From an optimization exercise on the open Yosys and OpenROAD flow, aimed at small area, a short achievable clock period and few clock cycles per item; shortcuts taken in it are not production practice. The RTL of this run was laid out without a check of its function. Power and IR drop assume default switching activity.

$ cat design/flow/config.mk
export PLATFORM = sky130hd
export DESIGN_NAME = fpadd
export DESIGN_NICKNAME = fpadd
export VERILOG_FILES = /design/flow/design.v
export SDC_FILE = /design/flow/constraint.sdc
export NUM_CORES = 4
export LEC_CHECK = 0
export ABC_AREA = 1
export CAP_MARGIN = 20
export CORE_MARGIN = 2
export CORE_UTILIZATION = 60
export CTS_BUF_LIST = sky130_fd_sc_hd__clkbuf_4 sky130_fd_sc_hd__clkbuf_8
export SETUP_SLACK_MARGIN = 5
export SLEW_MARGIN = 20
$ cat design/flow/constraint.sdc
create_clock -name core_clock -period 13.0 [get_ports {clk}]
set_input_delay 2.6000 -clock core_clock [delete_from_list [all_inputs] [get_ports {clk}]]
set_output_delay 2.6000 -clock core_clock [all_outputs]
set_load 0.01 [all_outputs]
$ cat design/flow/design.v
module fpadd (
    clk, reset, start,
    a, b,
    sum,
    done,
    nan
);
    input clk, reset, start;
    input [31:0] a, b;
    output [31:0] sum;
    output done;
    output nan;
    wire        sa = a[31], sb = b[31];
    wire [7:0]  ea = a[30:23], eb = b[30:23];
    wire [22:0] fa = a[22:0], fb = b[22:0];
    wire fa_z = (fa == 23'd0);
    wire fb_z = (fb == 23'd0);
    wire ea_0 = (ea == 8'd0), eb_0 = (eb == 8'd0);
    wire ea_1 = (ea == 8'hff), eb_1 = (eb == 8'hff);
    wire za = ea_0 & fa_z, zb = eb_0 & fb_z;    
    wire ia = ea_1 & fa_z, ib = eb_1 & fb_z;    
    wire na = ea_1 & ~fa_z, nb = eb_1 & ~fb_z;  
    wire is_nan = na | nb;
    wire special = za | zb | ia | ib;
    wire pick_b = za | (~zb & ~ia);
    wire [7:0] ep = ea ^ ~eb;
    wire [7:0] eg = ea & ~eb;
    wire e1_g = eg[1] | (ep[1] & eg[0]);
    wire e1_p = ep[1] & ep[0];
    wire e2_g = eg[3] | (ep[3] & eg[2]);
    wire e2_p = ep[3] & ep[2];
    wire e3_g = eg[5] | (ep[5] & eg[4]);
    wire e3_p = ep[5] & ep[4];
    wire e4_g = eg[7] | (ep[7] & eg[6]);
    wire e4_p = ep[7] & ep[6];
    wire e5_g = eg[2] | (ep[2] & e1_g);
    wire e5_p = ep[2] & e1_p;
    wire e6_g = e2_g | (e2_p & e1_g);
    wire e6_p = e2_p & e1_p;
    wire e7_g = eg[6] | (ep[6] & e3_g);
    wire e7_p = ep[6] & e3_p;
    wire e8_g = e4_g | (e4_p & e3_g);
    wire e8_p = e4_p & e3_p;
    wire e9_g = eg[4] | (ep[4] & e6_g);
    wire e9_p = ep[4] & e6_p;
    wire e10_g = e3_g | (e3_p & e6_g);
    wire e10_p = e3_p & e6_p;
    wire e11_g = e7_g | (e7_p & e6_g);
    wire e11_p = e7_p & e6_p;
    wire e12_g = e8_g | (e8_p & e6_g);
    wire e12_p = e8_p & e6_p;
    wire       ec = e12_g;
    wire       e_lt = ~ec;
    wire       e_eq = e12_p;
    wire [7:0] ecc = {e11_g | (e11_p & ec), e10_g | (e10_p & ec), e9_g | (e9_p & ec), e6_g | (e6_p & ec), e5_g | (e5_p & ec), e1_g | (e1_p & ec), eg[0] | (ep[0] & ec), ec};
    wire [7:0] d = ep ^ ecc ^ {8{e_lt}};
    wire        swap = special ? pick_b : e_lt;
    wire [23:0] mx = swap ? {1'b1, fb} : {1'b1, fa};
    wire [23:0] my = swap ? {1'b1, fa} : {1'b1, fb};
    wire [7:0]  ex = swap ? eb : ea;
    wire        sub = (sa ^ sb) & ~special;
    wire        sx0 = swap ? sb : sa;
    wire kill = special | (d[7:5] != 3'd0);
    wire [23:0] ys = kill ? 24'd0 : (my >> d[4:0]);
    wire        neg = sub & e_eq & (fb < fa);
    wire        sx = sx0 ^ neg;
    wire        cpl = sub & ~neg;
    wire [23:0] xi = mx ^ {24{sub}};
    wire [23:0] p = xi ^ ys;
    wire [23:0] g = xi & ys;
    wire [23:0] pn = p ^ {24{cpl}};
    wire pg13_g = g[0] | (p[0] & neg);
    wire pg14_g = g[2] | (p[2] & g[1]);
    wire pg14_p = p[2] & p[1];
    wire pg15_g = g[4] | (p[4] & g[3]);
    wire pg15_p = p[4] & p[3];
    wire pg16_g = g[6] | (p[6] & g[5]);
    wire pg16_p = p[6] & p[5];
    wire pg17_g = g[8] | (p[8] & g[7]);
    wire pg17_p = p[8] & p[7];
    wire pg18_g = g[10] | (p[10] & g[9]);
    wire pg18_p = p[10] & p[9];
    wire pg19_g = g[12] | (p[12] & g[11]);
    wire pg19_p = p[12] & p[11];
    wire pg20_g = g[14] | (p[14] & g[13]);
    wire pg20_p = p[14] & p[13];
    wire pg21_g = g[16] | (p[16] & g[15]);
    wire pg21_p = p[16] & p[15];
    wire pg22_g = g[18] | (p[18] & g[17]);
    wire pg22_p = p[18] & p[17];
    wire pg23_g = g[20] | (p[20] & g[19]);
    wire pg23_p = p[20] & p[19];
    wire pg24_g = g[22] | (p[22] & g[21]);
    wire pg24_p = p[22] & p[21];
    wire pg25_g = pg14_g | (pg14_p & pg13_g);
    wire pg26_g = pg16_g | (pg16_p & pg15_g);
    wire pg26_p = pg16_p & pg15_p;
    wire pg27_g = pg18_g | (pg18_p & pg17_g);
    wire pg27_p = pg18_p & pg17_p;
    wire pg28_g = pg20_g | (pg20_p & pg19_g);
    wire pg28_p = pg20_p & pg19_p;
    wire pg29_g = pg22_g | (pg22_p & pg21_g);
    wire pg29_p = pg22_p & pg21_p;
    wire pg30_g = pg24_g | (pg24_p & pg23_g);
    wire pg30_p = pg24_p & pg23_p;
    wire pg31_g = pg26_g | (pg26_p & pg25_g);
    wire pg32_g = pg28_g | (pg28_p & pg27_g);
    wire pg32_p = pg28_p & pg27_p;
    wire pg33_g = pg30_g | (pg30_p & pg29_g);
    wire pg33_p = pg30_p & pg29_p;
    wire pg34_g = pg32_g | (pg32_p & pg31_g);
    wire pg35_g = pg33_g | (pg33_p & pg34_g);
    wire pg36_g = pg27_g | (pg27_p & pg31_g);
    wire pg37_g = pg29_g | (pg29_p & pg34_g);
    wire pg38_g = pg15_g | (pg15_p & pg25_g);
    wire pg39_g = pg17_g | (pg17_p & pg31_g);
    wire pg40_g = pg19_g | (pg19_p & pg36_g);
    wire pg41_g = pg21_g | (pg21_p & pg34_g);
    wire pg42_g = pg23_g | (pg23_p & pg37_g);
    wire pg43_g = g[1] | (p[1] & pg13_g);
    wire pg44_g = g[3] | (p[3] & pg25_g);
    wire pg45_g = g[5] | (p[5] & pg38_g);
    wire pg46_g = g[7] | (p[7] & pg31_g);
    wire pg47_g = g[9] | (p[9] & pg39_g);
    wire pg48_g = g[11] | (p[11] & pg36_g);
    wire pg49_g = g[13] | (p[13] & pg40_g);
    wire pg50_g = g[15] | (p[15] & pg34_g);
    wire pg51_g = g[17] | (p[17] & pg41_g);
    wire pg52_g = g[19] | (p[19] & pg37_g);
    wire pg53_g = g[21] | (p[21] & pg42_g);
    wire pg54_g = g[23] | (p[23] & pg35_g);
    wire [24:0] c = {pg54_g, pg35_g, pg53_g, pg42_g, pg52_g, pg37_g, pg51_g, pg41_g, pg50_g, pg34_g, pg49_g, pg40_g, pg48_g, pg36_g, pg47_g, pg39_g, pg46_g, pg31_g, pg45_g, pg38_g, pg44_g, pg25_g, pg43_g, pg13_g, neg};
    wire [24:0] r = {c[24] & ~sub, pn ^ c[23:0]};
    reg [24:0] r_q;
    reg [7:0]  e_q;      
    reg        s_q;
    reg        nan_q;
    reg        done_q;
    always @(posedge clk) begin
        if (start) begin
            r_q   <= r;
            e_q   <= ex + 8'd1;
            s_q   <= sx;
            nan_q <= is_nan;
        end
        if (reset)
            done_q <= 1'b0;
        else if (start)
            done_q <= 1'b1;
    end
    wire [24:0] m = r_q;
    wire        s_o = s_q;
    reg [4:0] lz;
    integer i;
    always @(*) begin
        lz = 5'd25;
        for (i = 0; i < 25; i = i + 1)
            if (m[i]) lz = 5'd24 - i;
    end
    wire [4:0]  k = nan_q ? 5'd24 : lz;
    wire [24:0] rn = m << k;
    wire        zero = ~rn[24] | nan_q;
    wire [7:0]  en = e_q - {3'd0, k};
    assign sum  = {{9{~zero}} & {s_o, en}, rn[23:1]};
    assign nan  = nan_q;
    assign done = done_q;
endmodule
$ cat design/flow/flow/run.sh
#!/bin/bash
# The standard layout (the standard.sh, unchanged synthesis), with
# sky130_fd_sc_hd__buf_1 port buffers; timing repair aims at a setup margin of
# 6.5 ns up to clock tree synthesis and 5 ns after global routing.
# Each make run's full output goes to its own log in the work folder.
set -euo pipefail
PB='BUFFER_PORTS_ARGS=-buffer_cell sky130_fd_sc_hd__buf_1'
bash standard.sh "$PB" SETUP_SLACK_MARGIN=6.5  cts > flow_to_cts.log 2>&1
bash standard.sh "$PB" SETUP_SLACK_MARGIN=5  finish > flow_finish.log 2>&1
$ cat design/flow/standard.sh
#!/bin/bash
# synth_recipe.tcl (not shown) runs the flow's synth.tcl, then flattens the netlist and writes it again
# the make line also repeats each setting of config.mk as NAME=value (left out here)
make -C /OpenROAD-flow-scripts/flow DESIGN_CONFIG=/design/flow/config.mk WORK_HOME=/design/flow/orfs CLKGATE_MAP_FILE= SYNTH_SCRIPT=/design/flow/synth_recipe.tcl "${@:-finish}"
==> summary.md <==
| Metric | Value |
|---|---|
| Clock power share | `7.6%` |
| Synth top cells by count | `nand2_1, nand3_1, inv_1` |
| Die height | `113 µm` |
| Max_slew headroom | `between 30% and 40%` |
| Most common cell in the synthesized netlist | `nand2_1` |
| Adder-cell share of the synthesized area | `approximately 11%` |
| Design Area, Final | `8450 µm²` |
| Final ANT Viol Nets | `0` |
| DR vias | `~8300` |
| Clock slew at reported path FFs | `approximately 70 ps` |
| Initial core utilization | `between 60% and 70%` |
| Cell mode on critical path | `nand2_1` |
| Die Wd | `~110 µm` |
| Post-DP Area | `~7600 µm²` |
| Mux cell area share after synthesis | `1.26%` |
| Sw Share | `a little over half` |
| Sum Neg Setup Slack | `0 ps` |
| Synthesized area per cell | `~6.2 µm²` |
| Tightest Pin Transition | `~940 ps` |
| # DRC | `0` |
| Clk root buf | `clkbuf_8` |
| Top post-synthesis cells by area | `nand2_1, edfxtp_1, ha_1, xor2_1, nand3_1` |
| Initial antenna violation count | `0` |
| Final worst path period need | `6790 ps` |
| Largest family of logic cells by synthesized area | `simple AND/OR/NAND/NOR gates` |
| CTS tree | `done` |
| Setup crit start kind | `input port` |
| Die ar. | `roughly 13000 µm²` |
| Final Hold Viols | `0` |
| Via/cell ratio | `5.87` |
| First-pass GRT wire length | `37.0 mm` |
| I/O pin count | `between 100 and 150` |
| # hold bufs at CTS | `0` |
| Max cap viols | `0` |
| Synth warn | `1` |
| Synth Area in Simple Gates | `~35%` |
| Net Count, Synth | `~1300` |
| Comb pwr share | `between 70% and 80%` |
| Post-Syn Instances | `1159` |
| Distinct cells, synth | `50` |
| Status | `complete, no violations` |
| Layout Cells excl Fill | `around 1400` |
| Unrepaired setup endpoints after global routing | `no` |
| Seq pwr share | `19.9%` |
| Global Route Usage Sum | `between 30% and 40%` |
| Post-synth EDFFs | `35` |
| Final wirelength | `around 22 mm` |
| Total Nets Final | `about 1400` |
| Maximum operating frequency | `147 MHz` |
| Pre-Repair DR Iteration Count | `6` |
| DR iter-0 viols | `approximately 850` |
| Worst Path Class, Setup | `input port to flip-flop` |
| Clk sinks | `36` |
| Pins Over Slew Limit | `0` |
| Gpl congestion | `around 0.91` |
| Layout cell share with drive strength beyond 1 | `13.0%` |
| Power Internal | `509 µW` |
| Post-route clock period utilization | `a little over half` |
| Power Total | `1080 µW` |
| CTS Buffer Depth | `2` |
| Arr. time, crit path | `approximately 6900 ps` |
| Worst clock skew | `0 ps` |
| Top cell type's share of synthesized area | `between 15 and 20%` |
| Post-synthesis compound-gate area fraction | `between 10% and 20%` |
| Synth area leader | `nand2_1` |
| Sw power | `567 µW` |
| Worst min path class | `flip-flop to flip-flop` |
| Clock Latency Late Sink | `approximately 300 ps` |
| DR WL/cell | `15.6 µm` |
| Critical Path Max Stage Delay | `around 310 ps` |
| PD cells | `around 130 nW/µm²` |
| Worst Path Required | `between 10000 and 15000 ps` |
| Sequential share of the synthesized area | `between 10 and 15%` |
| LEAKAGE | `between 0.003 and 0.004 µW` |
| N_diodes | `0` |
| H-tree lvl count | `2` |
| Synth Register Bits | `36` |
| Cells after DPL | `1361` |
| Row cnt | `39` |
| Worst-path fanout max | `11` |
| Peak supply drop | `between 0.0001 and 0.00015 V` |
| Num CTS Buffers | `5` |
| CP endpoint kind | `flip-flop` |
| Vias in the first global route | `7745` |
| Top_reg_cell synth | `edfxtp_1` |
| Largest net degree at the start of global routing | `48` |
| WHS | `between 400 and 500 ps` |
| Post-synth ARST share | `0%` |
| Placed wire-length estimate after detailed placement | `around 16 mm` |
| Grt total ovfl | `0` |
| IO Port Bufs | `100` |
| Core Area | `about 12000 µm²` |
| Syn-to-layout area delta | `17.9%` |
| Synth Cell Area | `a little over 7000 µm²` |
| Setup violations, final | `0` |
| Synth Area in XOR/XNOR | `between 10% and 20%` |
| Crit-path slowest cell | `ha_1` |
==> logic make-up after synthesis <==
family / Yosys count
flops: 36
mux: 9
compound gates: 220
fa+ha+maj: 62
buf+inv: 163
xor+xnor: 90
simple gates: 579
==> placed cells by master (no fill, tap or decap), types with 11 or more instances in the layout <==
cell type / n
nand2_1: 307
nand3_1: 105
buf_1: 93
inv_1: 92
nor2_1: 90
xor2_1: 75
o21ai_0: 65
ha_1: 53
a21oi_1: 41
edfxtp_1: 35
o21ai_1: 34
buf_4: 32
o211ai_1: 27
nand4_1: 23
nand2_2: 16
o21ai_2: 15
inv_2: 13
nor3_1: 11
a21oi_2: 11
==> critical path: cells and delay by family <==
kind / cells / cell delay, ps
simple gates: 19 / 1500
buf+inv: 4 / 620
fa+ha+maj: 2 / 590
compound gates: 10 / 1510
==> routing by layer <==
metal,global-route usage [%],share of wire [%],wire [µm]
met3,2.84,6.4,1400
met2,60.4,47,10300
met4,16.2,4.6,1000
met1,44.7,42,9190
met5,0,0,0
==> stage by stage <==
step	setup WS [ps]	util, %
after detailed placement	5150	66.2
final	6210	73.4
after floorplan	6500	-
after global placement	5230	66.2
after CTS	6480	73.4
after global routing	5830	73.4
==> power groups by stage <==
stage,clock network (µW),logic (µW),registers (µW)
2_1_floorplan,0,536,200
3_3_place_gp,0,661,214
3_5_place_dp,0,669,216
4_1_cts,82.8,763,213
5_1_grt,87.6,871,218
6_report,82.3,779,214
==> state kept, by name (all words and copies together) (netlist names) <==
signal  cells
done_q      1
r_q        25
nan_q       1
e_q         8
s_q         1
==> final timing paths <==
check	to	start	cells after the start	slack [ps]
setup reg to reg	done_q	done_q	2	12420
setup / recovery	r_q[22]	a[24]	35	6210
hold / removal	done_q	done_q	2	490
hold reg to reg	done_q	done_q	2	490
==> final cells by class <==
class | count | area, µm²
multi-input cells | 962 | 5840
fillers | 1039 | 3060
flip-flops and latches | 36 | 1070
repair buffers | 141 | 796
inverters | 115 | 463
well taps | 143 | 179
clock buffers | 6 | 76.3
repair inverters | 3 | 16.3
clock inverters | 2 | 11.3
==> timing repair <==
item | 4_1_cts | 5_1_grt
endpoints found under the setup margin | 28 | 0
hold endpoints to repair | 0 | 0
setup buffers | 30 | 0
resized for setup | 106 | 0

==> static timing again, ports no longer ideal <==
Ports are ideal in the flow. The routed layout listed here was re-timed in OpenROAD.
Step 1 (the two cells are an assumption about what drives the block):
set clk [get_ports {clk}]
set_driving_cell -lib_cell sky130_fd_sc_hd__clkbuf_16 $clk
set_driving_cell -lib_cell sky130_fd_sc_hd__buf_2 [delete_from_list [all_inputs] $clk]
Step 2 times the ports against the registers' clock, not the clock port: input delays grow and output delays shrink by t, the midpoint of the rising clock arrivals with the driver on.
Three values: ideal ports, drivers, drivers and shift; two values: the first two.
shift t [ns]: 0.330
slack for setup (ns): 6.211 / 6.221 / 5.892
worst setup path after step 2: input to register
worst slew at a driven data input, ns: 0.03
After both steps setup and hold are still met in this run. For this run, drivers alone change the setup slack by +0.010 ns; drivers and shift together by -0.319 ns.
